From an optimization exercise on the open Yosys and OpenROAD flow, aimed at small area; shortcuts taken in it are not production practice. RTL that was checked went through simulation tests only; none was proved equivalent to the original. Only the layout flow was run in run 2; the RTL was not checked for function there. The clock port is modelled as an ideal driver; clocking choices that lean on that would not hold on a real chip. No activity file was given, so power comes from the tool's default toggle rates.

### design/flow/flow/run.sh
#!/bin/bash
# Layout flow:
#  1. the standard synthesis, then a second synthesis (flow/synth.tcl) that
#     differs only in its combinational mapping; the second is kept only if
#     it has exactly the same registers (names and cell types).
#  2. the standard placement, with the smallest buffer (buf_1) on the ports.
#  3. clock tree: a few clock buffers fed by the clock port, each driving a
#     group of nearby registers (flow/clock.tcl).
#  4. the standard routing and finishing.
set -euo pipefail
RES=orfs/results/$FLOW_PLATFORM/mainblock/base
PORTBUF='BUFFER_PORTS_ARGS=-buffer_cell sky130_fd_sc_hd__buf_1'
bash standard.sh synth > synth_standard.log 2>&1
mkdir -p keep
cp $RES/1_2_yosys.v $RES/1_2_yosys.sdc $RES/1_synth.odb $RES/1_synth.sdc keep/
python3 flow/regs.py list keep/1_2_yosys.v > regs_standard.txt
rm -f $RES/1_2_yosys.v $RES/1_2_yosys.sdc $RES/1_synth.odb $RES/1_synth.sdc
if bash standard.sh SYNTH_SCRIPT=$PWD/flow/synth.tcl synth > synth_own.log 2>&1 \
   && python3 flow/regs.py rename keep/1_2_yosys.v $RES/1_2_yosys.v own_renamed.v \
   && cp own_renamed.v $RES/1_2_yosys.v && rm -f $RES/1_synth.odb $RES/1_synth.sdc \
   && bash standard.sh synth > synth_own_odb.log 2>&1 \
   && python3 flow/regs.py list $RES/1_2_yosys.v > regs_own.txt \
   && cmp -s regs_standard.txt regs_own.txt; then
  echo "own synthesis kept" > synth_choice.log
else
  echo "own synthesis dropped, standard synthesis used" > synth_choice.log
  cp keep/* $RES/
fi
bash standard.sh "$PORTBUF" place > place.log 2>&1
export RES
export LIB=$FLOW_HOME/platforms/sky130hd/lib/sky130_fd_sc_hd__tt_025C_1v80.lib
export SETRC=$FLOW_HOME/platforms/sky130hd/setRC.tcl
export CLKPORT=clk_50M
ok=0
for cfg in "2 clkbuf_8" "3 clkbuf_8" "4 clkbuf_8" "4 clkbuf_16"; do
  set -- $cfg
  CLK_GROUPS=$1 CLKBUF=sky130_fd_sc_hd__$2 openroad -no_init -exit flow/clock.tcl > clock_$1_$2.log 2>&1
  s=$(sed -n 's/^max clk slew //p' clock_$1_$2.log)
  if awk -v s="$s" 'BEGIN{exit !(s < 0.115)}'; then ok=1; break; fi
done
[[ $ok == 1 ]]
bash standard.sh "$PORTBUF" finish > finish.log 2>&1
### design/flow/flow/synth.tcl
# The standard flow's synthesis (synth_recipe.tcl) with two changes: no adder extraction
# (extract_fa), and an area-oriented ABC script (flow/abc.script). Registers
# are mapped exactly as in the standard synthesis.
set flowdir [file dirname [file normalize [info script]]]
proc synth {args} { yosys synth -nofsm -noshare {*}$args }
proc extract_fa {args} { puts "extract_fa skipped" }
proc abc {args} {
  set i [lsearch -exact $args -script]
  if { $i >= 0 } {
    set args [lreplace $args [expr {$i + 1}] [expr {$i + 1}] $::flowdir/abc.script]
  }
  yosys abc {*}$args
}
source $::env(SCRIPTS_DIR)/synth.tcl
# left out here: clear keep_hierarchy, flatten, clean up, hide names made inside functions, write 1_2_yosys.v
### design/flow/design.v
`timescale 1ns / 1ps
module Clock(clk, reset, en1);
input clk, reset;
output en1;
reg [4:0] p;
localparam [15:0] F = 16'b0010000011011111;
assign en1 = ~p[2] & ~p[3] & ~p[4];
always @(posedge clk or posedge reset)
    if (reset)
        p <= 5'b10010;
    else
        p <= {p[3:0], F[{p[4], p[2], p[1], p[0]}]};
endmodule
`timescale 1ns / 1ps
module tm1638 (clk, en1, reset, stb, dio, sclk, data_check, light_chuc1, light_dv1, light_chuc2, light_dv2, light1, light2);
input clk, en1, reset;
output reg stb, dio, sclk;
output reg [7:0] data_check;
input [3:0] light_chuc1, light_dv1, light_chuc2, light_dv2;
input [1:0] light1, light2;
localparam [127:0] SSEG = {48'h0, 8'h6f, 8'h7f, 8'h07, 8'h7d, 8'h6d, 8'h66, 8'h4f, 8'h5b, 8'h06, 8'h3f};
localparam [31:0] TLIGHT = {8'h08, 8'h40, 8'h01, 8'h00};
reg [2:0] g;
reg [1:0] slot;
reg [3:0] i;
reg [19:0] hold;    
reg [3:0] cur;      
wire cmdg = g[2] & g[1];
wire byte_slot = (slot == 2'd1) | (slot == 2'd2 & ~cmdg);
wire frame_end = (g == 3'd7) & (slot == 2'd3);
always @(posedge clk or posedge reset)
	if (reset) begin
		g <= 3'd7;
		slot <= 2'd3;
	end else if (en1 & (~byte_slot | (i == 4'd15))) begin
		if (slot == 2'd3 | (slot == 2'd2 & g == 3'd6)) begin
			slot <= 2'd0;
			case (g)
				3'd5: g <= 3'd7;
				3'd6: g <= 3'd0;
				3'd7: g <= 3'd6;
				default: g <= g + 3'd1;
			endcase
		end else
			slot <= slot + 2'd1;
	end
always @(posedge clk)
	if (frame_end)
		i <= 4'd0;
	else if (en1 & byte_slot)
		i <= i + 4'd1;
always @(posedge clk)
	if (en1 & frame_end)
		hold <= {light2, light_dv2, light_chuc2, light1, light_dv1, light_chuc1};
always @(posedge clk)
	if (en1)
		case (g)
			3'd0: cur <= light_chuc1;
			3'd1: cur <= light_dv1;
			3'd2: cur <= {2'b00, light1};
			3'd3: cur <= light_chuc2;
			3'd4: cur <= light_dv2;
			default: cur <= {2'b00, light2};
		endcase
reg [3:0] hsel;
always @(*)
	case (g)
		3'd0: hsel = hold[3:0];
		3'd1: hsel = hold[7:4];
		3'd2: hsel = {2'b00, hold[9:8]};
		3'd3: hsel = hold[13:10];
		3'd4: hsel = hold[17:14];
		default: hsel = {2'b00, hold[19:18]};
	endcase
wire light_pos = (g == 3'd2) | (g == 3'd5);
wire [7:0] cur_b;
genvar k;
generate for (k = 0; k < 8; k = k + 1) begin : dc
	assign cur_b[k] = light_pos ? TLIGHT[{cur[1:0], k[2:0]}] : SSEG[{cur, k[2:0]}];
end endgenerate
wire hold_bit = light_pos ? TLIGHT[{hsel[1:0], i[3:1]}] : SSEG[{hsel, i[3:1]}];
reg [7:0] cbyte;
always @(*) begin
	if (cmdg)
		cbyte = g[0] ? 8'h8f : 8'h44;
	else
		cbyte = {4'hc, g, 1'b0};
	sclk = byte_slot ? i[0] : 1'b1;
	data_check = ~byte_slot ? 8'h00 : (slot == 2'd1) ? cbyte : cur_b;
	dio = ~byte_slot ? (g == 3'd7 && slot == 2'd2) : (slot == 2'd1) ? cbyte[i[3:1]] : hold_bit;
	stb = (slot == 2'd3) | (slot == 2'd2 & cmdg);
end
endmodule
`timescale 1ns / 1ps
module mainblock(clk_50M, reset, dio, sclk, stb, data_check, light_chuc1, light_dv1, light_chuc2, light_dv2,light1, light2);
input clk_50M, reset;
wire en1;
input wire [3:0] light_chuc1, light_dv1, light_chuc2, light_dv2;
output wire dio, stb, sclk;
output wire [7:0] data_check;
input wire [1:0] light1, light2;
Clock Clock(clk_50M, reset, en1);
tm1638 tm1638(clk_50M, en1, reset, stb, dio, sclk, data_check, light_chuc1, light_dv1, light_chuc2, light_dv2, light1, light2);
endmodule
### design/flow/flow/clock.tcl
# Clock distribution: the register clock pins are split into K groups by
# position; one clock buffer, fed by the clock port, drives each group.
set res $::env(RES)
set K $::env(CLK_GROUPS)
set cell $::env(CLKBUF)
read_db $res/3_place.odb
read_liberty $::env(LIB)
read_sdc $res/3_place.sdc
source $::env(SETRC)
set block [ord::get_db_block]
set clknet [$block findNet $::env(CLKPORT)]
set pins {}
foreach it [$clknet getITerms] {
  set b [[$it getInst] getBBox]
  lappend pins [list $it [expr ([$b xMin]+[$b xMax])/2] [expr ([$b yMin]+[$b yMax])/2]]
}
set n [llength $pins]
# k-means, seeded with pins spread along the sort by x+y
set sorted [lsort -real -index 0 [lmap p $pins {list [expr [lindex $p 1]+[lindex $p 2]] $p}]]
set cx {}; set cy {}
for {set k 0} {$k < $K} {incr k} {
  set p [lindex [lindex $sorted [expr int(($k+0.5)*$n/$K)]] 1]
  lappend cx [lindex $p 1]; lappend cy [lindex $p 2]
}
for {set it 0} {$it < 50} {incr it} {
  set asg {}
  foreach p $pins {
    set best 0; set bd 1e30
    for {set k 0} {$k < $K} {incr k} {
      set d [expr abs([lindex $p 1]-[lindex $cx $k]) + abs([lindex $p 2]-[lindex $cy $k])]
      if {$d < $bd} {set bd $d; set best $k}
    }
    lappend asg $best
  }
  set sx [lrepeat $K 0.0]; set sy [lrepeat $K 0.0]; set sc [lrepeat $K 0]
  foreach p $pins a $asg {
    lset sx $a [expr [lindex $sx $a]+[lindex $p 1]]
    lset sy $a [expr [lindex $sy $a]+[lindex $p 2]]
    lset sc $a [expr [lindex $sc $a]+1]
  }
  for {set k 0} {$k < $K} {incr k} {
    if {[lindex $sc $k] > 0} {
      lset cx $k [expr [lindex $sx $k]/[lindex $sc $k]]
      lset cy $k [expr [lindex $sy $k]/[lindex $sc $k]]
    }
  }
}
for {set k 0} {$k < $K} {incr k} {
  set loads {}
  foreach p $pins a $asg {
    if {$a == $k} {
      set it [lindex $p 0]
      lappend loads [get_pins [[$it getInst] getName]/[[$it getMTerm] getName]]
    }
  }
  if {[llength $loads] == 0} continue
  insert_buffer -buffer_cell $cell -net $::env(CLKPORT) -load_pins $loads \
    -location [list [expr [lindex $cx $k]/1000.0] [expr [lindex $cy $k]/1000.0]] \
    -buffer_name clkbuf_g$k -net_name clknet_g$k
}
set_propagated_clock [all_clocks]
detailed_placement
check_placement -verbose
estimate_parasitics -placement
report_clock_skew
set m 0
foreach p [get_pins -hierarchical */CLK] { set s [get_property $p slew_max] ; if {$s > $m} {set m $s} }
puts "max clk slew $m"
report_checks -format end
report_worst_slack -max
report_worst_slack -min
write_db $res/4_1_cts.odb
write_sdc $res/4_cts.sdc
### design/flow/constraint.sdc
create_clock -name core_clock -period 5.0 [get_ports {clk_50M}]
set_input_delay 1.0000 -clock core_clock [delete_from_list [all_inputs] [get_ports {clk_50M}]]
set_output_delay 1.0000 -clock core_clock [all_outputs]
set_load 0.01 [all_outputs]
### design/flow/standard.sh
#!/bin/bash
# synth_recipe.tcl (not shown) runs the flow's synth.tcl, then flattens the netlist and writes it again
# the make line also repeats each setting of config.mk as NAME=value (left out here)
make -C /OpenROAD-flow-scripts/flow DESIGN_CONFIG=/design/flow/config.mk WORK_HOME=/design/flow/orfs CLKGATE_MAP_FILE= SYNTH_SCRIPT=/design/flow/synth_recipe.tcl "${@:-finish}"
### design/flow/flow/regs.py
# Flip-flops of a Yosys netlist.
#   regs.py list NETLIST          print "name type" of every flip-flop, sorted
#   regs.py rename STD OWN OUT    write OWN to OUT with each flip-flop named as
#                                 the flip-flop of STD that drives the same Q net
import re, sys

INST = re.compile(r'^(\s*)(sky130_fd_sc_hd__(\w+?)_\d+)\s+(\\\S+|\S+)(\s*\()', re.M)

def is_ff(base):
    return re.match(r'(e|s|se)?df', base) is not None

def flops(text):
    out = {}
    for m in INST.finditer(text):
        if not is_ff(m.group(3)):
            continue
        body = text[m.end():text.index(');', m.end())]
        q = re.search(r'\.Q\(\s*(\\\S+|[^\s)]+)\s*\)', body)
        out[m.group(4)] = (m.group(3), q.group(1) if q else None)
    return out

if sys.argv[1] == 'list':
    f = flops(open(sys.argv[2]).read())
    print('\n'.join(sorted('%s %s' % (n, t) for n, (t, q) in f.items())))
else:
    std = flops(open(sys.argv[2]).read())
    text = open(sys.argv[3]).read()
    own = flops(text)
    want = {}
    byq = {q: n for n, (t, q) in std.items()}
    for n, (t, q) in own.items():
        if q in byq and byq[q] != n:
            want[n] = byq[q]
    names = set(m.group(4) for m in INST.finditer(text))
    taken = set(want.values())
    def sub(m):
        n = m.group(4)
        if n in want:
            n = want[n]
        elif n in taken:
            k = 0
            while '%s_%d' % (n.rstrip(), k) in names:
                k += 1
            n = '%s_%d' % (n.rstrip(), k)
            names.add(n)
        sep = ' ' if n.startswith('\\') else ''
        return m.group(1) + m.group(2) + ' ' + n + sep + m.group(5)
    open(sys.argv[4], 'w').write(INST.sub(sub, text))
### design/flow/flow/abc.script
strash
&get -n
&deepsyn -T 20
&put
dch -f
map -a
topo
stime -c
### design/flow/config.mk
export PLATFORM = sky130hd
export DESIGN_NAME = mainblock
export DESIGN_NICKNAME = mainblock
export VERILOG_FILES = /design/flow/design.v
export SDC_FILE = /design/flow/constraint.sdc
export NUM_CORES = 4
export LEC_CHECK = 0
export CAP_MARGIN = 20
export CORE_MARGIN = 2
export CORE_UTILIZATION = 40
export SLEW_MARGIN = 20
==> metrics.cfg, run 1 <==
[min_path]
hp-start=Clock.p[3]$_DFF_PP0_
hold_depth=0
hold_class=flop to flop

[detailed_routing]
drt_iter0_markers=74
antenna_left=0
first_pass_iters=4
drc=0
via_per_inst=5.50
num_vias=1710
wl_um=4490
wire_per_inst_um=14.4

[cts]
clk_pin_slew_ps=90
clk_latency_ps=150

[place]
place_inst=308
hpwl_um=3450
numPortBuffers=32
placed_area_um2=2140
place.gp.congestion=0.859

[grt]
grt_usage_pct=17.9
grt_pass1_wl_um=7690
grt_pass1_vias=1648
antenna_found_initial=0
grt_max_degree=21
grt_overflow=0

[yosys]
yosysSeqAreaShare_pct=54.5
synth_cell_type_count=26
ys_warn_count=2
synth_area_um2=1940
ys_ff_latch=38
synthesis.nets=243
avgSynthCellArea_um2=8.79
synthCells=221

[timing]
fin_setup_tns_ps=0
fin_crit_ps=3930
fmax_ghz=0.254
fin_skew_ps=18.1
tightest_slew_ps=869
finalMaxSlewViolations=0
finalCritPeriodShare_pct=78.7
setup_violations=0
final_hold_viol_count=0
max-slew-margin-rel_pct=41.6
grt_setup_unrepaired=no

[floorplan]
die_x_um=73.7
io_pins=33
rows=25
fp.coreArea_um2=4690
dieArea_um2=5430
initial_core_util_pct=41.4
die_h_um=73.7

[critical_path]
crit_fanout=15
reg2regPathDepth=10
cpMostUsedCell=clkinv_1
startpoint_type=flop
critical_path.endpoint_type=primary output
required_ps=4000
cp_num_buf_inv=3
worstSetupPathType=flop to primary output
critPathSlowestCell=dfstp_2
crit_path_start=tm1638.g[0]$_DFFE_PP1P_
reg2reg_slack_ps=2170
crit_family=compound AO/OA/AOI/OAI gates
path_cells=clkinv_1 > a221o_2 > o21ai_0 > clkinv_1 > o31ai_1 > a21oi_1 > a211oi_1 > o22ai_1 > buf_1
cp.depth=9
worst_path_largest_cell_delay_ps=570
crit_arrival_ps=2930

[final_layout]
final_cell_mix=37 x nor2_1, 36 x clkinv_1, 33 x nand2_1
utilization_pct=46.5
nets=281
fin_cells=311
drive_above_1_share_pct=7.00
final_common_cell=nor2_1
syn_to_final_growth_pct=12.2
antennaDiodeCount=0
design_area_um2=2180

[run_status]
status=complete, no violations

[power_and_ir_drop]
power_density_nw_per_um2=220
ir_drop_mv=0.150
p_leak_nw=0.737

[flow_run]
drv_cap=0

-- area by class of cell --
class                           instances  area, um^2
Sequential cell                        38        1060
Multi-Input combinational cell        147         748
Clock buffer                            3        41.3
Timing Repair Buffer                   33         128
Fill cell                             484        2510
Inverter                               36         135
Tap cell                               54        67.6
-- metal layers --
metal,GRT usage [%],up-vias,wire [um]
li1,-,850,-
met1,25.3,814,2010
met2,31.0,40,2230
met3,1.37,6,191
met4,2.42,0,53
met5,0,-,0
-- worst paths after layout --
kind,end
max reg2reg,tm1638.i[2]$_SDFFE_PP0P_
max,dio
max in group asynchronous,tm1638.g[0]$_DFFE_PP1P_
min reg2reg,Clock.p[4]$_DFF_PP1_
min in group asynchronous,Clock.p[3]$_DFF_PP0_
min,Clock.p[4]$_DFF_PP1_
-- synthesized netlist by cell type --
library cell,number,area share [%]
nand3_1,9,2.3
o31ai_1,1,0.39
dfstp_2,7,9.5
nand2_1,33,6.4
o22ai_1,6,1.9
a221o_2,2,1.2
o32ai_1,1,0.45
o31a_2,1,0.52
a31oi_1,4,1.3
o211ai_1,1,0.39
a211oi_1,4,1.5
dfxtp_1,4,4.1
a21boi_0,1,0.39
nor2_1,37,7.1
dfrtp_1,3,3.9
a211o_2,1,0.52
o21ai_0,10,2.6
nor3_1,10,2.6
clkinv_1,36,7.0
edfxtp_1,24,37
a22o_2,3,1.5
a22oi_1,8,3.1
xnor2_1,1,0.45
a21oi_1,12,3.1
a32oi_1,1,0.45
nor4_1,1,0.32
-- metrics by stage --
stage,hold WS [ps],setup slack (ps),power (mW)
6_report,384,1070,0.480
5_1_grt,403,734,0.497
3_5_place_dp,368,1230,0.355
3_3_place_gp,360,1340,0.355
2_1_floorplan,355,1650,0.345
-- flip-flops by register name, summed over array words and instances (netlist names), named ones only --
name         count
tm1638.hold     20
Clock.p          5
tm1638.cur       4
tm1638.i         4
tm1638.g         2
tm1638.slot      2
-- kinds of logic (layout without fill, tap and decap cells) --
logic type,count (synthesis),count (layout),synth area share [%]
flops,38,38,54.5
buf+inv,36,72,6.95
simple gates,90,90,18.7
xor+xnor,1,1,0.451
compound gates,56,56,19.3
-- where the power goes --
group | total [mW] | switching [mW] | internal, mW
clock network | 0.132 | 0.0770 | 0.0551
registers | 0.334 | 0 | 0.334
logic | 0.0138 | 0.00753 | 0.00627
==> run 2, diff against run 1 <==
--- a/design/flow/design.v
+++ b/design/flow/design.v
@@ -20,8 +20,10 @@
 input [1:0] light1, light2;
 localparam [127:0] SSEG = {48'h0, 8'h6f, 8'h7f, 8'h07, 8'h7d, 8'h6d, 8'h66, 8'h4f, 8'h5b, 8'h06, 8'h3f};
 localparam [31:0] TLIGHT = {8'h08, 8'h40, 8'h01, 8'h00};
-reg [2:0] g;
-reg [1:0] slot;
+reg [2:0] ng;       
+reg [1:0] nslot;    
+wire [2:0] g = ~ng;
+wire [1:0] slot = ~nslot;
 reg [3:0] i;
 reg [19:0] hold;    
 reg [3:0] cur;      
@@ -30,19 +32,19 @@
 wire frame_end = (g == 3'd7) & (slot == 2'd3);
 always @(posedge clk or posedge reset)
 	if (reset) begin
-		g <= 3'd7;
-		slot <= 2'd3;
+		ng <= 3'd0;
+		nslot <= 2'd0;
 	end else if (en1 & (~byte_slot | (i == 4'd15))) begin
 		if (slot == 2'd3 | (slot == 2'd2 & g == 3'd6)) begin
-			slot <= 2'd0;
+			nslot <= 2'd3;
 			case (g)
-				3'd5: g <= 3'd7;
-				3'd6: g <= 3'd0;
-				3'd7: g <= 3'd6;
-				default: g <= g + 3'd1;
+				3'd5: ng <= 3'd0;
+				3'd6: ng <= 3'd7;
+				3'd7: ng <= 3'd1;
+				default: ng <= ~(g + 3'd1);
 			endcase
 		end else
-			slot <= slot + 2'd1;
+			nslot <= ~(slot + 2'd1);
 	end
 always @(posedge clk)
 	if (frame_end)
--- a/design/flow/flow/run.sh
+++ b/design/flow/flow/run.sh
@@ -32,11 +32,11 @@
 export SETRC=$FLOW_HOME/platforms/sky130hd/setRC.tcl
 export CLKPORT=clk_50M
 ok=0
-for cfg in "2 clkbuf_8" "3 clkbuf_8" "4 clkbuf_8" "4 clkbuf_16"; do
+for cfg in "3 clkbuf_4" "1 clkbuf_16" "2 clkbuf_8" "4 clkbuf_4" "3 clkbuf_8" "4 clkbuf_8" "4 clkbuf_16"; do
   set -- $cfg
   CLK_GROUPS=$1 CLKBUF=sky130_fd_sc_hd__$2 openroad -no_init -exit flow/clock.tcl > clock_$1_$2.log 2>&1
   s=$(sed -n 's/^max clk slew //p' clock_$1_$2.log)
-  if awk -v s="$s" 'BEGIN{exit !(s < 0.115)}'; then ok=1; break; fi
+  if awk -v s="$s" 'BEGIN{exit !(s < 0.118)}'; then ok=1; break; fi
 done
 [[ $ok == 1 ]]
 bash standard.sh "$PORTBUF" finish > finish.log 2>&1
==> design/flow/flow/abc.script (replaced) <==
strash
&get -n
&deepsyn -T 20
&put
dch -f
amap
topo
stime -c
--- a/design/flow/config.mk
+++ b/design/flow/config.mk
@@ -7,5 +7,5 @@
 export LEC_CHECK = 0
 export CAP_MARGIN = 20
 export CORE_MARGIN = 2
-export CORE_UTILIZATION = 40
+export CORE_UTILIZATION = 70
 export SLEW_MARGIN = 20
==> metrics.cfg, run 2 <==
[final_layout]
antennaDiodeCount=0
drive_above_1_share_pct=3.73
final_cell_mix=38 x nor2_1, 32 x clkinv_1, 32 x buf_1
largest_reg_flops=20
nets=265
syn_to_final_growth_pct=11.8
n_fill_cell=175
top_regs=tm1638.hold: 20 flops, Clock.p: 5 flops
regMostFlops=tm1638.hold
final_common_cell=nor2_1

[yosys]
ys.flop_type=edfxtp_1
synth_area_um2=1930
synth_top_family_by_area=compound AO/OA/AOI/OAI gates
synth-simple-area-share_pct=16.9
synthTopCellsByCount=38 x nor2_1, 32 x clkinv_1, 24 x edfxtp_1, 14 x nand2_1
avgSynthCellArea_um2=9.51
yosysSeqAreaShare_pct=54.6
synthCells=203
synth_compound_area_share_pct=22.4
synth_edf_count=24
ys_warn_count=2
yosysTopAreaCell=edfxtp_1
synthXorXnorAreaFrac_pct=0
synth_cell_type_count=36
synth_area_leaders=edfxtp_1 37%, dfrtp_1 10%, nor2_1 7.4%, clkinv_1 6.2%, dfxtp_1 4.1%
synthDominantCellAreaShare_pct=37.3
yosysMostFrequentCell=nor2_1
synthesis.nets=225
ys_ff_latch=38
synth-async-reset-ratio_pct=26.3
synthMuxAreaShare_pct=0
synth_fa_ha_area_share_pct=0

[floorplan]
rows=19
dieArea_um2=3190
die_h_um=56.5
initial_core_util_pct=71.9
die_x_um=56.5
fp.coreArea_um2=2690
io_pins=33

[critical_path]
crit_fanout=7
critical_path.endpoint_type=primary output
cp.depth=14
startpoint_type=flop
path_cells=clkinv_1 > nor2_1 > clkinv_1 > nand2_1 > o21ai_0 > o32ai_1 > clkinv_1 > o221a_1 > a31oi_1 > o2111ai_1 > o311ai_0 > nand3_1 > o211ai_1 > buf_1
crit_path_end=dio
crit_path_start=tm1638.ng[0]$_DFFE_PP0P_
worstSetupPathType=flop to primary output
cpMostUsedCell=clkinv_1
crit_arrival_ps=3500
r2r_start=tm1638.i[1]$_SDFFE_PP0P_
reg2reg_slack_ps=2770
crit_family=compound AO/OA/AOI/OAI gates
worst_path_largest_cell_delay_ps=600
critPathSlowestCell=o32ai_1
required_ps=4000
cp_num_buf_inv=4
reg2regPathDepth=7

[timing]
fmax_ghz=0.222
tightest_slew_ps=632
max-slew-margin-rel_pct=57.5
fin_skew_ps=13.6
fin_setup_tns_ps=0
finalCritPeriodShare_pct=90.0
finalMaxSlewViolations=0
setup_violations=0
final_hold_viol_count=0
grt_setup_unrepaired=no
holdWs_ps=384
fin_crit_ps=4500

[power_and_ir_drop]
finalPower_mw=0.474
sw_frac_of_total_pct=17.1
p_clk_share_pct=27.1
p_sw_mw=0.0812
ir_drop_mv=0.269
seqPwrFrac_pct=70.3
power_density_nw_per_um2=220
combPwrFrac_pct=2.6
power.internal_mw=0.393
p_leak_nw=0.732

[grt]
grtUsageMet1_pct=41.5
use_met2_pct=51.7
grt_pass1_vias=1704
grt_pass1_wl_um=7650
grt_usage_pct=29.8
grt_max_degree=21
busiest_layer=met2
antenna_found_initial=0
grt_overflow=0
use_met3_pct=1.38

[place]
place.gp.congestion=1.07
numPortBuffers=32
hpwl_um=3480

[cts]
clk_latency_ps=150
clk_pin_slew_ps=80

[min_path]
hold_class=flop to flop

[detailed_routing]
num_vias=1788
antenna_left=0
first_pass_iters=5
wire_per_inst_um=16.7
drt_iter0_markers=189
drc=0
wl_um=4540
via_per_inst=6.57

[run_status]
status=complete, no violations

[flow_run]
drv_cap=0

run 2: cell count changes after synthesis, moves of 4 or more:
cell / before / now
nand2_1: 33 / 14
a22oi_1: 8 / 2
nand3_1: 9 / 3
dfrtp_1: 3 / 8
dfstp_2: 7 / 2
a32o_1: 0 / 4
clkinv_1: 36 / 32
o22ai_1: 6 / 2
or3_1: 0 / 4
run 2: power by group through the flow:
stage	Sequential, mW	Combinational (mW)	Clock [mW]
floorplan	0.340	0.00274	0
global placement	0.340	0.0114	0
detailed placement	0.340	0.0122	0
global route	0.333	0.0136	0.138
finish	0.333	0.0121	0.129
run 2: per-stage QoR:
step,setup WS (ps),utilization [%],instances,cell area [um^2]
floorplan,1440,-,203,1930
global placement,1050,78.8,269,2120
detailed placement,780,78.8,269,2120
global route,143,80.3,272,2160
finish,502,80.3,272,2160
run 2: final cells by class:
cell class                 instances  area (um^2)  share of cell area, %
inverter                          32          120                   5.57
clock buffer                       3         41.3                   1.91
multi-input combinational        133          762                   35.3
tap                               31         38.8                   1.80
sequential                        38         1050                   48.8
timing repair buffer              35          143                   6.61
run 2: kinds of logic after synthesis:
family | after synthesis
buffers and inverters | 32
AND/OR/NAND/NOR | 75
flip-flops | 38
AO/OA/AOI/OAI | 58
run 2: worst min path at each step:
stage / start / end / slack [ps] / depth (start not counted)
3_5_place_dp: Clock.p[3]$_DFF_PP0_ / Clock.p[4]$_DFF_PP1_ / 360 / 0
2_1_floorplan: Clock.p[0]$_DFF_PP0_ / Clock.p[1]$_DFF_PP1_ / 350 / 0
3_3_place_gp: Clock.p[3]$_DFF_PP0_ / Clock.p[4]$_DFF_PP1_ / 360 / 0
6_report: Clock.p[3]$_DFF_PP0_ / Clock.p[4]$_DFF_PP1_ / 380 / 0
5_1_grt: Clock.p[3]$_DFF_PP0_ / Clock.p[4]$_DFF_PP1_ / 400 / 0
run 2: layer usage:
| metal | part of all wire, % | vias to the layer above |
|---|---|---|
| li1 | - | 837 |
| met1 | 41 | 833 |
| met2 | 50 | 105 |
| met3 | 6.5 | 13 |
| met4 | 2.4 | 0 |
| met5 | 0 | - |
==> run 3, diff against run 2 <==
--- a/design/flow/design.v
+++ b/design/flow/design.v
@@ -47,9 +47,9 @@
 			nslot <= ~(slot + 2'd1);
 	end
 always @(posedge clk)
-	if (frame_end)
+	if (~byte_slot)
 		i <= 4'd0;
-	else if (en1 & byte_slot)
+	else if (en1)
 		i <= i + 4'd1;
 always @(posedge clk)
 	if (en1 & frame_end)
==> design/flow/flow/abc.script (replaced) <==
strash
&get -n
&deepsyn -T 10 -S @SEED@
&put
dch -f
amap
topo
stime -c
==> design/flow/flow/synth.tcl (replaced) <==
# The standard flow's synthesis (synth_recipe.tcl) with two changes: no adder extraction
# (extract_fa), and an area-oriented ABC script (flow/abc.script, run with a
# few random seeds; the smallest result is kept). Registers are mapped exactly
# as in the standard synthesis.
set flowdir [file dirname [file normalize [info script]]]
proc synth {args} { yosys synth -nofsm -noshare {*}$args }
proc extract_fa {args} { puts "extract_fa skipped" }
proc design_area {} {
  set s [tee -q -s result.string stat {*}$::lib_args]
  regexp {Chip area for module[^:]*:\s*([0-9.]+)} $s -> a
  return $a
}
proc abc {args} {
  set i [lsearch -exact $args -script]
  if { $i < 0 } {
    yosys abc {*}$args
    return
  }
  set f [open $::flowdir/abc.script]
  set script [read $f]
  close $f
  yosys design -save abc_in
  set best -1
  foreach seed {0 1 2 3} {
    set fn $::env(OBJECTS_DIR)/abc_seed$seed.script
    set f [open $fn w]
    puts $f [string map [list @SEED@ $seed] $script]
    close $f
    yosys design -load abc_in
    yosys abc {*}[lreplace $args [expr {$i + 1}] [expr {$i + 1}] $fn]
    set a [design_area]
    puts "abc seed $seed: area $a"
    if { $best < 0 || $a < $best } {
      set best $a
      yosys design -save abc_best
    }
  }
  yosys design -load abc_best
  puts "abc kept area $best"
}
source $::env(SCRIPTS_DIR)/synth.tcl
# left out here: clear keep_hierarchy, flatten, clean up, hide names made inside functions, write 1_2_yosys.v
--- a/design/flow/config.mk
+++ b/design/flow/config.mk
@@ -7,5 +7,5 @@
 export LEC_CHECK = 0
 export CAP_MARGIN = 20
 export CORE_MARGIN = 2
-export CORE_UTILIZATION = 70
+export CORE_UTILIZATION = 40
 export SLEW_MARGIN = 20
==> metrics.cfg, run 3 <==
[timing]
finalCritPeriodShare_pct=83.7
fin_setup_tns_ps=0
fin_skew_ps=30.1
fin_crit_ps=4180
setup_violations=0
final_hold_viol_count=0
fmax_ghz=0.239
tightest_slew_ps=680
finalMaxSlewViolations=0
max-slew-margin-rel_pct=54.3
grt_setup_unrepaired=no

[cts]
clk_latency_ps=170
clk_pin_slew_ps=110

[detailed_routing]
wl_um=4330
via_per_inst=5.62
drc=0
num_vias=1641
first_pass_iters=4
drt_iter0_markers=202
antenna_left=0
wire_per_inst_um=14.8

[yosys]
ys_warn_count=2
synth-async-reset-ratio_pct=26.3
yosysMostFrequentCell=nor2_1
avgSynthCellArea_um2=9.36
synth_area_leaders=edfxtp_1 39%, dfrtp_1 11%, nor2_1 7.2%, clkinv_1 6.4%, a21oi_1 4.3%
synth_edf_count=24
synth_area_um2=1870
synth_cell_type_count=30
yosysTopAreaCell=edfxtp_1
yosysSeqAreaShare_pct=56.3
synthDominantCellAreaShare_pct=38.5
synthesis.nets=222
ys_ff_latch=38
synthTopCellsByCount=36 x nor2_1, 32 x clkinv_1, 24 x edfxtp_1, 16 x a21oi_1, 14 x o21ai_0
ys.flop_type=edfxtp_1
synthCells=200

[final_layout]
drive_above_1_share_pct=4.17
n_fill_cell=447
regMostFlops=tm1638.hold
final_common_cell=nor2_1
final_cell_mix=36 x nor2_1, 32 x clkinv_1, 32 x buf_1
top_regs=tm1638.hold: 20 flops, Clock.p: 5 flops
antennaDiodeCount=0
syn_to_final_growth_pct=13.1
largest_reg_flops=20
nets=264
fin_cells=292

[floorplan]
die_h_um=72.4
io_pins=33
rows=24
dieArea_um2=5240
fp.coreArea_um2=4440
initial_core_util_pct=42.1
die_x_um=72.4

[place]
place.gp.congestion=0.867
place_inst=288
numPortBuffers=32
hpwl_um=3460

[power_and_ir_drop]
seqPwrFrac_pct=72.8
power_density_nw_per_um2=216
finalPower_mw=0.458
combPwrFrac_pct=2.5
power.internal_mw=0.376
p_sw_mw=0.0814
sw_frac_of_total_pct=17.8
ir_drop_mv=0.161
p_leak_nw=0.687
p_clk_share_pct=24.6

[critical_path]
r2r_start=tm1638.ng[0]$_DFFE_PP0P_
startpoint_type=flop
path_cells=clkinv_1 > nor3_1 > clkinv_1 > o221ai_1 > clkinv_1 > nor2_1 > or4_1 > o221ai_1 > o21ai_0 > o211ai_1 > o211ai_1 > buf_1
worst_path_largest_cell_delay_ps=560
r2r-end=tm1638.nslot[0]$_DFFE_PP0P_
cpMostUsedCell=clkinv_1
crit_fanout=11
worstSetupPathType=flop to primary output
required_ps=4000
critPathSlowestCell=dfrtp_1
crit_path_end=dio
crit_arrival_ps=3180
reg2regPathDepth=7
critical_path.endpoint_type=primary output
reg2reg_slack_ps=2820

[grt]
grt_overflow=0
grt_pass1_wl_um=7310
grt_usage_pct=17.1
grt_pass1_vias=1540
grt_max_degree=13
antenna_found_initial=0

[run_status]
status=complete, no violations

[flow_run]
drv_cap=0

[min_path]
hp-start=Clock.p[0]$_DFF_PP0_
hold_class=flop to flop

-- run 3: cell types whose count changed in the layout (fill, tap and decap cells not counted), sizes merged, moves of 3 or more --
cell / delta
a31oi: -3
o22ai: +8
o21ai: +5
o221ai: +3
o22a: -3
a32o: -3
o2111ai: -3
nand2: -5
or3: -3
a21oi: +7
o21a: +3
-- run 3: worst max-delay path, delay by kind of cell (launching register included) --
kind / cells / cell delay, ps
compound gates: 5 / 920
buf+inv: 4 / 880
simple gates: 3 / 660
flops: 1 / 560
-- run 3: area by class of cell --
class | count | area (um^2) | area share [%]
clock buffers | 4 | 30.0 | 1.42
repair buffers | 36 | 150 | 7.09
multi-input cells | 130 | 698 | 33.0
flip-flops and latches | 38 | 1050 | 49.8
inverters | 32 | 120 | 5.67
well taps | 52 | 65.1 | 3.07
-- run 3: through the flow --
step | worst slack [ps] | hold slack (ps) | cell area [um^2] | util [%]
finish | 816 | 390 | 2120 | 47.6
floorplan | 1700 | 355 | 1870 | -
global route | 472 | 406 | 2120 | 47.6
detailed placement | 1000 | 363 | 2090 | 47.0
global placement | 1170 | 361 | 2090 | 47.0
-- run 3: worst min path at each step --
stage,slack [ps],end,cells past startpoint
finish,390,Clock.p[1]$_DFF_PP1_,0
global route,410,Clock.p[1]$_DFF_PP1_,0
detailed placement,360,Clock.p[4]$_DFF_PP1_,0
global placement,360,Clock.p[4]$_DFF_PP1_,0
floorplan,350,Clock.p[1]$_DFF_PP1_,0
-- run 3: metal layers --
layer	track usage (%)	share of wire, %
met1	26.3	51
met3	1.81	5.4
met2	27.2	42
met5	0	0
met4	2.06	1.4
-- run 3: power by group through the flow --
stage / combinational [mW] / sequential (mW) / clock [mW]
after floorplan: 0.00294 / 0.340 / 0
after global placement: 0.0117 / 0.340 / 0
after detailed placement: 0.0119 / 0.340 / 0
after global routing: 0.0135 / 0.333 / 0.126
final: 0.0117 / 0.333 / 0.113
-- run 3: logic make-up (layout without fill, tap and decap cells) --
logic type / after synthesis / after routing / share of synthesized area (%)
buf+inv: 32 / 72 / 6.42
flops: 38 / 38 / 56.3
compound gates: 64 / 64 / 22.0
simple gates: 66 / 66 / 15.3
==> run 4, diff against run 3 <==
--- a/design/flow/flow/run.sh
+++ b/design/flow/flow/run.sh
@@ -36,7 +36,7 @@
   set -- $cfg
   CLK_GROUPS=$1 CLKBUF=sky130_fd_sc_hd__$2 openroad -no_init -exit flow/clock.tcl > clock_$1_$2.log 2>&1
   s=$(sed -n 's/^max clk slew //p' clock_$1_$2.log)
-  if awk -v s="$s" 'BEGIN{exit !(s < 0.118)}'; then ok=1; break; fi
+  if awk -v s="$s" 'BEGIN{exit !(s < 0.112)}'; then ok=1; break; fi
 done
 [[ $ok == 1 ]]
 bash standard.sh "$PORTBUF" finish > finish.log 2>&1
==> design/flow/flow/abc.script (replaced) <==
strash
&get -n
&deepsyn -T 10 -S @SEED@
&put
@MAP@
topo
stime -c
==> design/flow/flow/clock.tcl (replaced) <==
# Clock distribution: the register clock pins are split into K groups of
# nearly equal size by position; one clock buffer, fed by the clock port,
# drives each group.
set res $::env(RES)
set K $::env(CLK_GROUPS)
set cell $::env(CLKBUF)
read_db $res/3_place.odb
read_liberty $::env(LIB)
read_sdc $res/3_place.sdc
source $::env(SETRC)
set block [ord::get_db_block]
set clknet [$block findNet $::env(CLKPORT)]
set pins {}
foreach it [$clknet getITerms] {
  set b [[$it getInst] getBBox]
  lappend pins [list $it [expr ([$b xMin]+[$b xMax])/2] [expr ([$b yMin]+[$b yMax])/2]]
}
set n [llength $pins]
# balanced groups: sort the pins along the longer side of their bounding
# box and cut the sorted list into K runs of (nearly) equal size
proc split_pins {pins K} {
  if {$K <= 1} { return [list $pins] }
  set xs [lmap p $pins {lindex $p 1}]; set ys [lmap p $pins {lindex $p 2}]
  set w [expr [tcl::mathfunc::max {*}$xs] - [tcl::mathfunc::min {*}$xs]]
  set h [expr [tcl::mathfunc::max {*}$ys] - [tcl::mathfunc::min {*}$ys]]
  set idx [expr {$w >= $h ? 1 : 2}]
  set s [lsort -real -index $idx $pins]
  set K1 [expr {$K / 2}]
  set n1 [expr {int(round([llength $s] * double($K1) / $K))}]
  return [concat [split_pins [lrange $s 0 [expr $n1-1]] $K1] [split_pins [lrange $s $n1 end] [expr $K-$K1]]]
}
set groups [split_pins $pins $K]
set asg {}
set cx {}; set cy {}
set k 0
set pins {}
foreach grp $groups {
  set sx 0.0; set sy 0.0
  foreach p $grp { lappend pins $p; lappend asg $k; set sx [expr $sx+[lindex $p 1]]; set sy [expr $sy+[lindex $p 2]] }
  lappend cx [expr $sx/[llength $grp]]; lappend cy [expr $sy/[llength $grp]]
  incr k
}
for {set k 0} {$k < $K} {incr k} {
  set loads {}
  foreach p $pins a $asg {
    if {$a == $k} {
      set it [lindex $p 0]
      lappend loads [get_pins [[$it getInst] getName]/[[$it getMTerm] getName]]
    }
  }
  if {[llength $loads] == 0} continue
  insert_buffer -buffer_cell $cell -net $::env(CLKPORT) -load_pins $loads \
    -location [list [expr [lindex $cx $k]/1000.0] [expr [lindex $cy $k]/1000.0]] \
    -buffer_name clkbuf_g$k -net_name clknet_g$k
}
set_propagated_clock [all_clocks]
detailed_placement
check_placement -verbose
estimate_parasitics -placement
report_clock_skew
set m 0
foreach p [get_pins -hierarchical */CLK] { set s [get_property $p slew_max] ; if {$s > $m} {set m $s} }
puts "max clk slew $m"
report_checks -format end
report_worst_slack -max
report_worst_slack -min
write_db $res/4_1_cts.odb
write_sdc $res/4_cts.sdc
==> design/flow/flow/synth.tcl (replaced) <==
# The standard flow's synthesis (synth_recipe.tcl) with two changes: no adder extraction
# (extract_fa), and an area-oriented ABC script (flow/abc.script, run with a
# few random seeds and two mappings; the smallest result is kept). Registers are mapped exactly
# as in the standard synthesis.
set flowdir [file dirname [file normalize [info script]]]
proc synth {args} { yosys synth -nofsm -noshare {*}$args }
proc extract_fa {args} { puts "extract_fa skipped" }
proc design_area {} {
  set s [tee -q -s result.string stat {*}$::lib_args]
  regexp {Chip area for module[^:]*:\s*([0-9.]+)} $s -> a
  return $a
}
proc abc {args} {
  set i [lsearch -exact $args -script]
  if { $i < 0 } {
    yosys abc {*}$args
    return
  }
  set f [open $::flowdir/abc.script]
  set script [read $f]
  close $f
  yosys design -save abc_in
  set best -1
  foreach seed {0 1 2 3 4 5 6 7} {
    foreach map {{dch -f; amap} {dch -f; amap; strash; dch -f; amap}} {
      set fn $::env(OBJECTS_DIR)/abc_run.script
      set f [open $fn w]
      puts $f [string map [list @SEED@ $seed @MAP@ $map] $script]
      close $f
      yosys design -load abc_in
      yosys abc {*}[lreplace $args [expr {$i + 1}] [expr {$i + 1}] $fn]
      set a [design_area]
      puts "abc seed $seed, mapping '$map': area $a"
      if { $best < 0 || $a < $best } {
        set best $a
        yosys design -save abc_best
      }
    }
  }
  yosys design -load abc_best
  puts "abc kept area $best"
}
source $::env(SCRIPTS_DIR)/synth.tcl
# left out here: clear keep_hierarchy, flatten, clean up, hide names made inside functions, write 1_2_yosys.v
--- a/design/flow/config.mk
+++ b/design/flow/config.mk
@@ -8,4 +8,5 @@
 export CAP_MARGIN = 20
 export CORE_MARGIN = 2
 export CORE_UTILIZATION = 40
+export GPL_TIMING_DRIVEN = 0
 export SLEW_MARGIN = 20
==> metrics.cfg, run 4 <==
[power_and_ir_drop]
sw_frac_of_total_pct=17.9
ir_drop_mv=0.133
finalPower_mw=0.459
p_sw_mw=0.0824
power_density_nw_per_um2=220
p_clk_share_pct=24.7
seqPwrFrac_pct=72.6
combPwrFrac_pct=2.8
power.internal_mw=0.377
p_leak_nw=0.687

[critical_path]
path_cells=clkinv_1 > nor2_2 > a22oi_1 > o21ai_0 > nand2_1 > nand4_1 > nor4bb_1 > nor2_1 > o21a_1 > a211oi_1 > buf_1
cp_num_buf_inv=2
crit_fanout=13
worst_path_largest_cell_delay_ps=660
crit_family=simple AND/OR/NAND/NOR gates
critical_path.endpoint_type=primary output
crit_arrival_ps=3520
startpoint_type=flop
worstSetupPathType=flop to primary output
critPathSlowestCell=dfrtp_1
required_ps=4000

[yosys]
synth_area_um2=1860
synth_cell_type_count=34
yosysTopAreaCell=edfxtp_1
synth_area_leaders=edfxtp_1 39%, dfrtp_1 11%, nor2_1 6.9%, dfxtp_1 4.3%, o21ai_0 4.0%
ys_ff_latch=38
synth-async-reset-ratio_pct=26.3
synthCells=189
synthesis.nets=211
ys_warn_count=2
synth_edf_count=24
ys.flop_type=edfxtp_1
synthTopCellsByCount=34 x nor2_1, 24 x edfxtp_1, 19 x clkinv_1, 16 x nand2_1, 15 x o21ai_0
yosysSeqAreaShare_pct=56.7
yosysMostFrequentCell=nor2_1
avgSynthCellArea_um2=9.82
synthDominantCellAreaShare_pct=38.8

[final_layout]
syn_to_final_growth_pct=12.5
multi_input_area_um2=737
final_cell_mix=32 x nor2_1, 32 x buf_1, 24 x edfxtp_1
drive_above_1_share_pct=3.98
register_area_um2=1050
fin_cells=278
nets=250
top_regs=tm1638.hold: 20 flops, Clock.p: 5 flops
antennaDiodeCount=0
n_fill_cell=445
regMostFlops=tm1638.hold
largest_reg_flops=20

[detailed_routing]
drt_iter0_markers=139
first_pass_iters=4
wl_um=4480
num_vias=1620
drc=0
antenna_left=0
via_per_inst=5.83
wire_per_inst_um=16.1

[timing]
finalCritPeriodShare_pct=90.5
fin_crit_ps=4520
max-slew-margin-rel_pct=30.2
final_hold_viol_count=0
fin_setup_tns_ps=0
fin_skew_ps=13.8
tightest_slew_ps=1040
fmax_ghz=0.221
finalMaxSlewViolations=0
grt_setup_unrepaired=no
setup_violations=0

[grt]
grt_pass1_wl_um=7300
grt_overflow=0
grt_pass1_vias=1530
grt_usage_pct=17.6
grt_max_degree=14
antenna_found_initial=0

[run_status]
status=complete, no violations

[min_path]
hold_class=flop to flop

[floorplan]
rows=24
dieArea_um2=5200
io_pins=33
die_h_um=72.1
die_x_um=72.1
fp.coreArea_um2=4410
initial_core_util_pct=42.1

[place]
place.gp.congestion=0.954
hpwl_um=3440
numPortBuffers=32
place_inst=274

[cts]
clk_pin_slew_ps=100
clk_latency_ps=160

[flow_run]
drv_cap=0

## run 4: cell families after synthesis
family	after synthesis	synth area share [%]
flops	38	56.7
buf+inv	19	3.84
simple gates	71	16.7
compound gates	61	22.7
## run 4: stage by stage
| stage | area, um^2 | setup slack [ps] | hold WS, ps | utilization (%) |
|---|---|---|---|---|
| after floorplan | 1860 | 1410 | 355 | - |
| after global placement | 2040 | 530 | 361 | 46.3 |
| after detailed placement | 2060 | 512 | 368 | 46.6 |
| after global routing | 2090 | 123 | 409 | 47.3 |
| final | 2090 | 475 | 389 | 47.3 |
## run 4: power by group through the flow
stage          logic [mW]  registers (mW)  clock network [mW]
6_report           0.0126           0.333               0.113
5_1_grt            0.0148           0.333               0.129
3_5_place_dp       0.0128           0.340                   0
3_3_place_gp       0.0125           0.340                   0
2_1_floorplan     0.00371           0.340                   0
## run 4: final cells by class
type | instances | share of cell area (%)
tap | 52 | 3.12
sequential | 38 | 50.4
clock buffer | 4 | 1.44
multi-input combinational | 132 | 35.3
timing repair buffer | 33 | 6.29
inverter | 19 | 3.42
## run 4: metal layers
layer / routed length [um] / GRT usage, %
met3: 189 / 1.53
met2: 2070 / 30.3
met5: 0 / 0
met4: 45 / 1.26
met1: 2170 / 25.3
## run 4: worst paths after layout
check | startpoint | to | slack (ps) | depth (start not counted)
max | tm1638.ng[1]$_DFFE_PP0P_ | dio | 480 | 11
min | Clock.p[3]$_DFF_PP0_ | Clock.p[4]$_DFF_PP1_ | 390 | 0
max reg2reg | tm1638.ng[0]$_DFFE_PP0P_ | tm1638.hold[12]$_DFFE_PP_ | 1600 | 9
min reg2reg | Clock.p[3]$_DFF_PP0_ | Clock.p[4]$_DFF_PP1_ | 390 | 0
max in group asynchronous | reset | Clock.p[1]$_DFF_PP1_ | 4010 | 2
min in group asynchronous | reset | Clock.p[3]$_DFF_PP0_ | 710 | 2
## run 4: worst reg2reg max path: cells and delay by family, from the launching register on
family	cells	cell delay, ps
buffers and inverters	4	910
DFF	1	590
and+or+nand+nor	5	1620
==> run 5, diff against run 4 <==
--- a/design/flow/config.mk
+++ b/design/flow/config.mk
@@ -8,5 +8,5 @@
 export CAP_MARGIN = 20
 export CORE_MARGIN = 2
 export CORE_UTILIZATION = 40
-export GPL_TIMING_DRIVEN = 0
+export PLACE_DENSITY = 0.85
 export SLEW_MARGIN = 20
==> metrics.cfg, run 5 <==
[min_path]
hold_class=flop to flop

[timing]
setup_violations=0
final_hold_viol_count=0
finalMaxSlewViolations=0
holdWs_ps=388
fin_setup_tns_ps=0
fin_crit_ps=4390
grt_setup_unrepaired=no
fin_ws_ps=608
max-slew-margin-rel_pct=34.4
finalCritPeriodShare_pct=87.8
tightest_slew_ps=976
fin_skew_ps=8.44
fmax_ghz=0.228

[yosys]
yosysSeqAreaShare_pct=56.7
synth_area_um2=1860
synthesis.nets=211
ys_ff_latch=38
synthDominantCellAreaShare_pct=38.8
synth_edf_count=24
yosysMostFrequentCell=nor2_1
synth_area_leaders=edfxtp_1 39%, dfrtp_1 11%, nor2_1 6.9%, dfxtp_1 4.3%, o21ai_0 4.0%
synthTopCellsByCount=34 x nor2_1, 24 x edfxtp_1, 19 x clkinv_1, 16 x nand2_1, 15 x o21ai_0
ys_warn_count=2
yosysTopAreaCell=edfxtp_1
ys.flop_type=edfxtp_1
synthCells=189
synth-async-reset-ratio_pct=26.3
avgSynthCellArea_um2=9.82
synth_cell_type_count=34

[grt]
grt_overflow=0
grt_pass1_vias=1558
antenna_found_initial=0
grt_usage_pct=17.2
grt_pass1_wl_um=7290
grt_max_degree=21

[final_layout]
largest_reg_flops=20
final_cell_mix=34 x nor2_1, 32 x buf_1, 24 x edfxtp_1
drive_above_1_share_pct=3.10
syn_to_final_growth_pct=12.0
top_regs=tm1638.hold: 20 flops, Clock.p: 5 flops
register_area_um2=1050
fin_cells=278
multi_input_area_um2=732
utilization_pct=47.1
design_area_um2=2080
regMostFlops=tm1638.hold
n_fill_cell=416
nets=250
final_common_cell=nor2_1
antennaDiodeCount=0

[detailed_routing]
wl_um=4480
via_per_inst=6.00
antenna_left=0
drt_iter0_markers=157
wire_per_inst_um=16.1
drc=0
first_pass_iters=6
num_vias=1669

[floorplan]
die_x_um=72.1
io_pins=33
dieArea_um2=5200
rows=24
fp.coreArea_um2=4410
die_h_um=72.1
initial_core_util_pct=42.1

[place]
place_worst_setup_slack_ps=921
place_inst=274
numPortBuffers=32
place.gp.congestion=0.939
placed_area_um2=2050
hpwl_um=3420

[flow_run]
drv_cap=0

[power_and_ir_drop]
power_density_nw_per_um2=222
p_leak_nw=0.686
finalPower_mw=0.461
ir_drop_mv=0.0984

[critical_path]
startpoint_type=flop
cpMostUsedCell=nor2_1
worst_path_largest_cell_delay_ps=610
worstSetupPathType=flop to primary output
critical_path.endpoint_type=primary output
required_ps=4000
critPathSlowestCell=dfrtp_1
crit_fanout=13
crit_arrival_ps=3390
path_cells=clkinv_1 > nor2_1 > a22oi_1 > o21ai_0 > nand2_1 > nand4_1 > nor4bb_1 > nor2_1 > o21a_1 > a211oi_1 > buf_1

[run_status]
status=complete, no violations

[cts]
clk_pin_slew_ps=100
clk_latency_ps=160

[run 5: cell counts after synthesis]
Identical to the previous run, type by type.
[run 5: kinds of logic after synthesis]
family / Yosys count / share of synthesized area, %
and+or+nand+nor: 71 / 16.7
AOI/OAI and AO/OA: 61 / 22.7
DFF: 38 / 56.7
buffers and inverters: 19 / 3.84
[run 5: final cells by class]
cell class	instances	area share [%]
clock buffer	4	1.44
inverter	19	3.43
tap	52	3.13
sequential	38	50.7
multi-input combinational	132	35.2
timing repair buffer	33	6.14
[run 5: worst max-delay path, delay by kind of cell, from the launching register on]
family	cells	cell delay, ps
flip-flops	1	610
AND/OR/NAND/NOR	5	1120
buffers and inverters	2	480
AO/OA/AOI/OAI	4	1010
[run 5: path summary, 6_finish.rpt]
check / start / end / slack [ps] / depth (start not counted)
max: tm1638.ng[1]$_DFFE_PP0P_ / dio / 610 / 11
min reg2reg: Clock.p[0]$_DFF_PP0_ / Clock.p[1]$_DFF_PP1_ / 390 / 0
max reg2reg: tm1638.ng[0]$_DFFE_PP0P_ / tm1638.hold[9]$_DFFE_PP_ / 1800 / 9
max in group asynchronous: reset / Clock.p[4]$_DFF_PP1_ / 4010 / 2
min: Clock.p[0]$_DFF_PP0_ / Clock.p[1]$_DFF_PP1_ / 390 / 0
min in group asynchronous: reset / tm1638.nslot[0]$_DFFE_PP0P_ / 720 / 2
[run 5: layer usage]
metal | vias to the layer above | global-route usage [%] | routed length (um) | part of all wire (%)
li1 | 788 | - | - | -
met1 | 775 | 24.8 | 1930 | 43
met2 | 101 | 28.6 | 2120 | 47
met3 | 5 | 1.67 | 383 | 8.5
met4 | 0 | 3.14 | 49 | 1.1
met5 | - | 0 | 0 | 0
[run 5: power by group]
part	total (mW)	internal, mW	switching [mW]
Clock	0.114	0.0384	0.0758
Sequential	0.333	0.333	0
Combinational	0.0134	0.00536	0.00803
Total	0.461	0.377	0.0839
==> run 6, diff against run 5 <==
--- a/design/flow/config.mk
+++ b/design/flow/config.mk
@@ -8,5 +8,4 @@
 export CAP_MARGIN = 20
 export CORE_MARGIN = 2
 export CORE_UTILIZATION = 40
-export PLACE_DENSITY = 0.85
 export SLEW_MARGIN = 20
==> metrics.cfg, run 6 <==
[run_status]
status=complete, no violations

[grt]
grt_pass1_wl_um=7220
grt_overflow=0
grt_max_degree=21
grt_usage_pct=17.1
grt_pass1_vias=1503
antenna_found_initial=0

[timing]
fin_skew_ps=5.44
finalCritPeriodShare_pct=86.4
fin_crit_ps=4320
grt_setup_unrepaired=no
setup_violations=0
tightest_slew_ps=930
fin_setup_tns_ps=0
max-slew-margin-rel_pct=37.6
fmax_ghz=0.232
finalMaxSlewViolations=0
holdWs_ps=386
final_hold_viol_count=0

[final_layout]
top_regs=tm1638.hold: 20 flops, Clock.p: 5 flops
antennaDiodeCount=0
final_cell_mix=34 x nor2_1, 32 x buf_1, 24 x edfxtp_1
final_common_cell=nor2_1
drive_above_1_share_pct=2.67
largest_reg_flops=20
regMostFlops=tm1638.hold
syn_to_final_growth_pct=12.6
nets=249
fin_cells=277
design_area_um2=2090

[critical_path]
crit_fanout=13
worstSetupPathType=flop to primary output
startpoint_type=flop
crit_arrival_ps=3320
required_ps=4000
critical_path.endpoint_type=primary output

[detailed_routing]
wl_um=4380
drt_iter0_markers=101
first_pass_iters=4
wire_per_inst_um=15.8
via_per_inst=5.69
drc=0
antenna_left=0
num_vias=1575

[cts]
clk_pin_slew_ps=80
clk_latency_ps=140

[yosys]
synth_area_um2=1860
yosysMostFrequentCell=nor2_1
synth-async-reset-ratio_pct=26.3
ys_ff_latch=38
synth_cell_type_count=34
synthTopCellsByCount=34 x nor2_1, 24 x edfxtp_1, 19 x clkinv_1, 16 x nand2_1, 15 x o21ai_0
yosysSeqAreaShare_pct=56.7
synth_edf_count=24
synthesis.nets=211
ys_warn_count=2
synthDominantCellAreaShare_pct=38.8
yosysTopAreaCell=edfxtp_1
synth_area_leaders=edfxtp_1 39%, dfrtp_1 11%, nor2_1 6.9%, dfxtp_1 4.3%, o21ai_0 4.0%
ys.flop_type=edfxtp_1
avgSynthCellArea_um2=9.82
synthCells=189

[power_and_ir_drop]
p_sw_mw=0.0832
sw_frac_of_total_pct=17.4
seqPwrFrac_pct=69.9
finalPower_mw=0.477
p_clk_share_pct=27.4
p_leak_nw=0.690
power.internal_mw=0.394
power_density_nw_per_um2=228
ir_drop_mv=0.188
combPwrFrac_pct=2.8

[floorplan]
rows=24
io_pins=33
die_x_um=72.1
initial_core_util_pct=42.1
die_h_um=72.1
fp.coreArea_um2=4410
dieArea_um2=5200

[place]
place_inst=274
placed_area_um2=2050
place.gp.congestion=0.909
numPortBuffers=32
hpwl_um=3410

[flow_run]
drv_cap=0

[min_path]
hold_class=flop to flop

-- run 6: cell count changes in the layout (fill, tap and decap cells not counted) --
cell      before  now
clkbuf_4       4    0
clkbuf_8       0    3
-- run 6: layout make-up --
| cell class | count | area, um^2 |
|---|---|---|
| multi-input combinational | 132 | 732 |
| tap | 52 | 65.1 |
| timing repair buffer | 33 | 128 |
| sequential | 38 | 1050 |
| fill | 431 | 2320 |
| inverter | 19 | 71.3 |
| clock buffer | 3 | 41.3 |
-- run 6: worst max-delay path: stages, from the launching register on --
cell      delay, ps
dfrtp_1         600
clkinv_1        330
nor2_1          400
a22oi_1         110
o21ai_0         500
nand2_1         190
nand4_1         130
nor4bb_1        260
nor2_1           70
o21a_1          180
a211oi_1        220
buf_1           180
-- run 6: logic make-up after synthesis --
| logic type | Yosys count | share of synthesized area [%] |
|---|---|---|
| buffers and inverters | 19 | 3.84 |
| DFF | 38 | 56.7 |
| AOI/OAI and AO/OA | 61 | 22.7 |
| and+or+nand+nor | 71 | 16.7 |
-- run 6: worst paths after layout --
kind                                          start                     endpoint  slack, ps  cells past startpoint
setup / recovery           tm1638.ng[1]$_DFFE_PP0P_                          dio        680                     11
hold / removal                 Clock.p[3]$_DFF_PP0_         Clock.p[4]$_DFF_PP1_        390                      0
setup reg to reg           tm1638.ng[0]$_DFFE_PP0P_    tm1638.hold[13]$_DFFE_PP_       1910                      9
hold reg to reg                Clock.p[3]$_DFF_PP0_         Clock.p[4]$_DFF_PP1_        390                      0
max in group asynchronous                     reset         Clock.p[1]$_DFF_PP1_       3990                      2
min in group asynchronous                     reset  tm1638.nslot[0]$_DFFE_PP0P_        740                      2
-- run 6: per-layer routing --
metal,vias up,track usage (%),wire [um]
li1,791,-,-
met1,741,26.8,2120
met2,41,26.2,2040
met3,2,0.972,196
met4,0,3.98,16
met5,-,0,0
-- run 6: stage by stage --
| step | setup slack [ps] | util [%] |
|---|---|---|
| 3_3_place_gp | 1060 | 46.4 |
| 2_1_floorplan | 1410 | - |
| 5_1_grt | 456 | 47.4 |
| 3_5_place_dp | 908 | 46.4 |
| 6_report | 681 | 47.4 |
-- run 6: power groups by stage --
stage               Sequential [mW]  Clock [mW]  Combinational (mW)
detailed placement            0.340           0              0.0134
floorplan                     0.340           0             0.00371
global placement              0.340           0              0.0134
finish                        0.333       0.130              0.0132
global route                  0.333       0.148              0.0150
==> run 7, diff against run 6 <==
==> design/flow/flow/abc.script (replaced) <==
strash
&get -n
&deepsyn -J 100 -T 120 -S @SEED@
&put
@MAP@
topo
stime -c
--- a/design/flow/flow/synth.tcl
+++ b/design/flow/flow/synth.tcl
@@ -21,7 +21,7 @@
   close $f
   yosys design -save abc_in
   set best -1
-  foreach seed {0 1 2 3 4 5 6 7} {
+  foreach seed {0 1 2 3 4 5} {
     foreach map {{dch -f; amap} {dch -f; amap; strash; dch -f; amap}} {
       set fn $::env(OBJECTS_DIR)/abc_run.script
       set f [open $fn w]
--- a/design/flow/config.mk
+++ b/design/flow/config.mk
@@ -8,4 +8,5 @@
 export CAP_MARGIN = 20
 export CORE_MARGIN = 2
 export CORE_UTILIZATION = 40
+export PLACE_DENSITY = 0.95
 export SLEW_MARGIN = 20
==> metrics.cfg, run 7 <==
[place]
place.gp.congestion=0.993
placed_area_um2=2050
hpwl_um=3420
numPortBuffers=32

[timing]
fmax_ghz=0.228
holdWs_ps=398
final_hold_viol_count=0
fin_skew_ps=5.28
finalMaxSlewViolations=0
finalCritPeriodShare_pct=87.8
setup_violations=0
grt_setup_unrepaired=no
max-slew-margin-rel_pct=42.5
fin_crit_ps=4390
fin_setup_tns_ps=0
tightest_slew_ps=856

[cts]
clk_latency_ps=160
clk_pin_slew_ps=110

[floorplan]
fp.coreArea_um2=4410
initial_core_util_pct=42.0
dieArea_um2=5200
die_x_um=72.1
io_pins=33
die_h_um=72.1
rows=24

[yosys]
synthMuxAreaShare_pct=0
synth_area_leaders=edfxtp_1 39%, dfrtp_1 11%, nor2_1 6.9%, nand2_1 5.5%, clkinv_1 4.5%
synth-async-reset-ratio_pct=26.3
synth_fa_ha_area_share_pct=0
ys_warn_count=2
synthDominantCellAreaShare_pct=38.9
synth_area_um2=1850
yosysSeqAreaShare_pct=56.8
synth_edf_count=24
avgSynthCellArea_um2=9.51
synth_top_family_by_area=simple AND/OR/NAND/NOR gates
ys.flop_type=edfxtp_1
synthCells=195
synth_cell_type_count=31
ys_ff_latch=38
yosysTopAreaCell=edfxtp_1
yosysMostFrequentCell=nor2_1
synth-simple-area-share_pct=19.6
synthesis.nets=217
synthXorXnorAreaFrac_pct=0
synthTopCellsByCount=34 x nor2_1, 27 x nand2_1, 24 x edfxtp_1, 22 x clkinv_1, 13 x nor3_1
synth_compound_area_share_pct=19.2

[grt]
grt_pass1_wl_um=6890
antenna_found_initial=0
grt_max_degree=21
grt_usage_pct=16.1
grt_overflow=0
grt_pass1_vias=1506

[power_and_ir_drop]
combPwrFrac_pct=2.7
p_clk_share_pct=24.0
seqPwrFrac_pct=73.3
power_density_nw_per_um2=219
power.internal_mw=0.375
p_sw_mw=0.0797
sw_frac_of_total_pct=17.5
ir_drop_mv=0.0992
p_leak_nw=0.690

[final_layout]
syn_to_final_growth_pct=12.2
drive_above_1_share_pct=2.61
regMostFlops=tm1638.hold
nets=254
largest_reg_flops=20
final_common_cell=nor2_1
antennaDiodeCount=0
final_cell_mix=34 x nor2_1, 32 x buf_1, 27 x nand2_1
utilization_pct=47.1
design_area_um2=2080
top_regs=tm1638.hold: 20 flops, Clock.p: 5 flops

[critical_path]
worst_path_largest_cell_delay_ps=530
crit_family=compound AO/OA/AOI/OAI gates
cp_num_buf_inv=3
path_cells=clkinv_1 > nor2_1 > nand2_1 > clkinv_1 > a222oi_1 > o2111ai_1 > o21ai_0 > o221ai_1 > a21oi_1 > nand2_1 > o311ai_0 > nand3_1 > o21ai_0 > buf_1
required_ps=4000
critPathSlowestCell=dfrtp_1
crit_fanout=12
critical_path.endpoint_type=primary output
startpoint_type=flop
crit_arrival_ps=3390
reg2reg_slack_ps=2090
worstSetupPathType=flop to primary output

[detailed_routing]
num_vias=1657
wl_um=4330
antenna_left=0
wire_per_inst_um=15.3
first_pass_iters=5
via_per_inst=5.88
drc=0
drt_iter0_markers=162

[flow_run]
drv_cap=0

[run_status]
status=complete, no violations

[min_path]
hold_class=flop to flop

run 7: logic make-up (layout without fill, tap and decap cells):
group,Yosys count,count (layout)
buf+inv,22,57
simple gates,86,86
compound gates,49,49
flops,38,38
run 7: cell type report:
| class | instances | area (um^2) |
|---|---|---|
| sequential | 38 | 1050 |
| clock buffer | 2 | 27.5 |
| timing repair buffer | 33 | 128 |
| inverter | 22 | 82.6 |
| fill | 425 | 2330 |
| tap | 52 | 65.1 |
| multi-input combinational | 135 | 724 |
run 7: metrics by stage:
| stage | instances | total power [mW] | setup WS (ps) |
|---|---|---|---|
| after floorplan | 195 | 0.343 | 923 |
| after global placement | 280 | 0.352 | 1140 |
| after detailed placement | 280 | 0.352 | 918 |
| after global routing | 282 | 0.468 | 389 |
| final | 282 | 0.455 | 611 |
run 7: worst paths after layout:
path / from / cells past startpoint / end
max in group asynchronous: reset / 2 / Clock.p[4]$_DFF_PP1_
worst min register to register: Clock.p[0]$_DFF_PP0_ / 0 / Clock.p[1]$_DFF_PP1_
worst max-delay path: tm1638.ng[1]$_DFFE_PP0P_ / 14 / dio
worst max register to register: Clock.p[3]$_DFF_PP0_ / 6 / tm1638.hold[6]$_DFFE_PP_
min in group asynchronous: reset / 2 / tm1638.ng[1]$_DFFE_PP0P_
worst min-delay path: Clock.p[0]$_DFF_PP0_ / 0 / Clock.p[1]$_DFF_PP1_
run 7: metal layers:
layer | vias up | wire length [um] | global-route usage (%) | part of all wire [%]
li1 | 796 | - | - | -
met1 | 746 | 1810 | 24.3 | 42
met2 | 107 | 1990 | 26.3 | 46
met3 | 8 | 438 | 0.972 | 10
met4 | 0 | 80 | 2.73 | 1.8
met5 | - | 0 | 0 | 0
run 7: power by group through the flow:
| stage | Combinational (mW) | Sequential [mW] | Clock [mW] |
|---|---|---|---|
| after floorplan | 0.00243 | 0.340 | 0 |
| after global placement | 0.0119 | 0.340 | 0 |
| after detailed placement | 0.0121 | 0.340 | 0 |
| after global routing | 0.0134 | 0.333 | 0.121 |
| final | 0.0122 | 0.333 | 0.109 |
run 7: worst register-to-register path, cell delays in order, from the launching register on:
cell and delay, ps:
dfrtp_1 410, nor3_1 700, clkinv_1 220, nor3_1 410, clkinv_1 270, nor4_2 290
buf_4 310

-- static timing again, ports no longer ideal --
How much do the figures lean on ideal ports? The routed layouts below were timed once more, with nothing changed but the port constraints. Step 1 assumes that a clkbuf_16 drives the clock port and a buf_2 every other input. Step 2 moves the port delays by t, midway between the first and last clock arrival at a register: inputs arrive t later, outputs are due t later. That takes back most of the time a late clock gives input paths. a / b / c = ideal / step 1 / step 2; a / b = the first two.
run | t (ns) | setup slack, ns | hold WS [ns] | worst register clock-pin slew, ns | worst data-port slew with drivers (ns)
run 1 | 0.189 | 1.067 / 1.019 / 1.208 | 0.384 / 0.384 / 0.384 | 0.09 / 0.09 | 0.03
run 2 | 0.185 | 0.502 / 0.456 / 0.641 | 0.384 / 0.384 / 0.384 | 0.08 / 0.08 | 0.03
run 3 | 0.201 | 0.816 / 0.773 / 0.974 | 0.390 / 0.390 / 0.390 | 0.12 / 0.12 | 0.03
run 4 | 0.202 | 0.475 / 0.431 / 0.633 | 0.389 / 0.389 / 0.389 | 0.11 / 0.10 | 0.03
run 5 | 0.207 | 0.608 / 0.561 / 0.768 | 0.388 / 0.388 / 0.388 | 0.10 / 0.10 | 0.03
run 6 | 0.188 | 0.681 / 0.634 / 0.822 | 0.386 / 0.386 / 0.386 | 0.08 / 0.08 | 0.03
run 7 | 0.199 | 0.611 / 0.573 / 0.772 | 0.398 / 0.398 / 0.398 | 0.11 / 0.11 | 0.04
After both steps setup and hold are still met in every run listed.
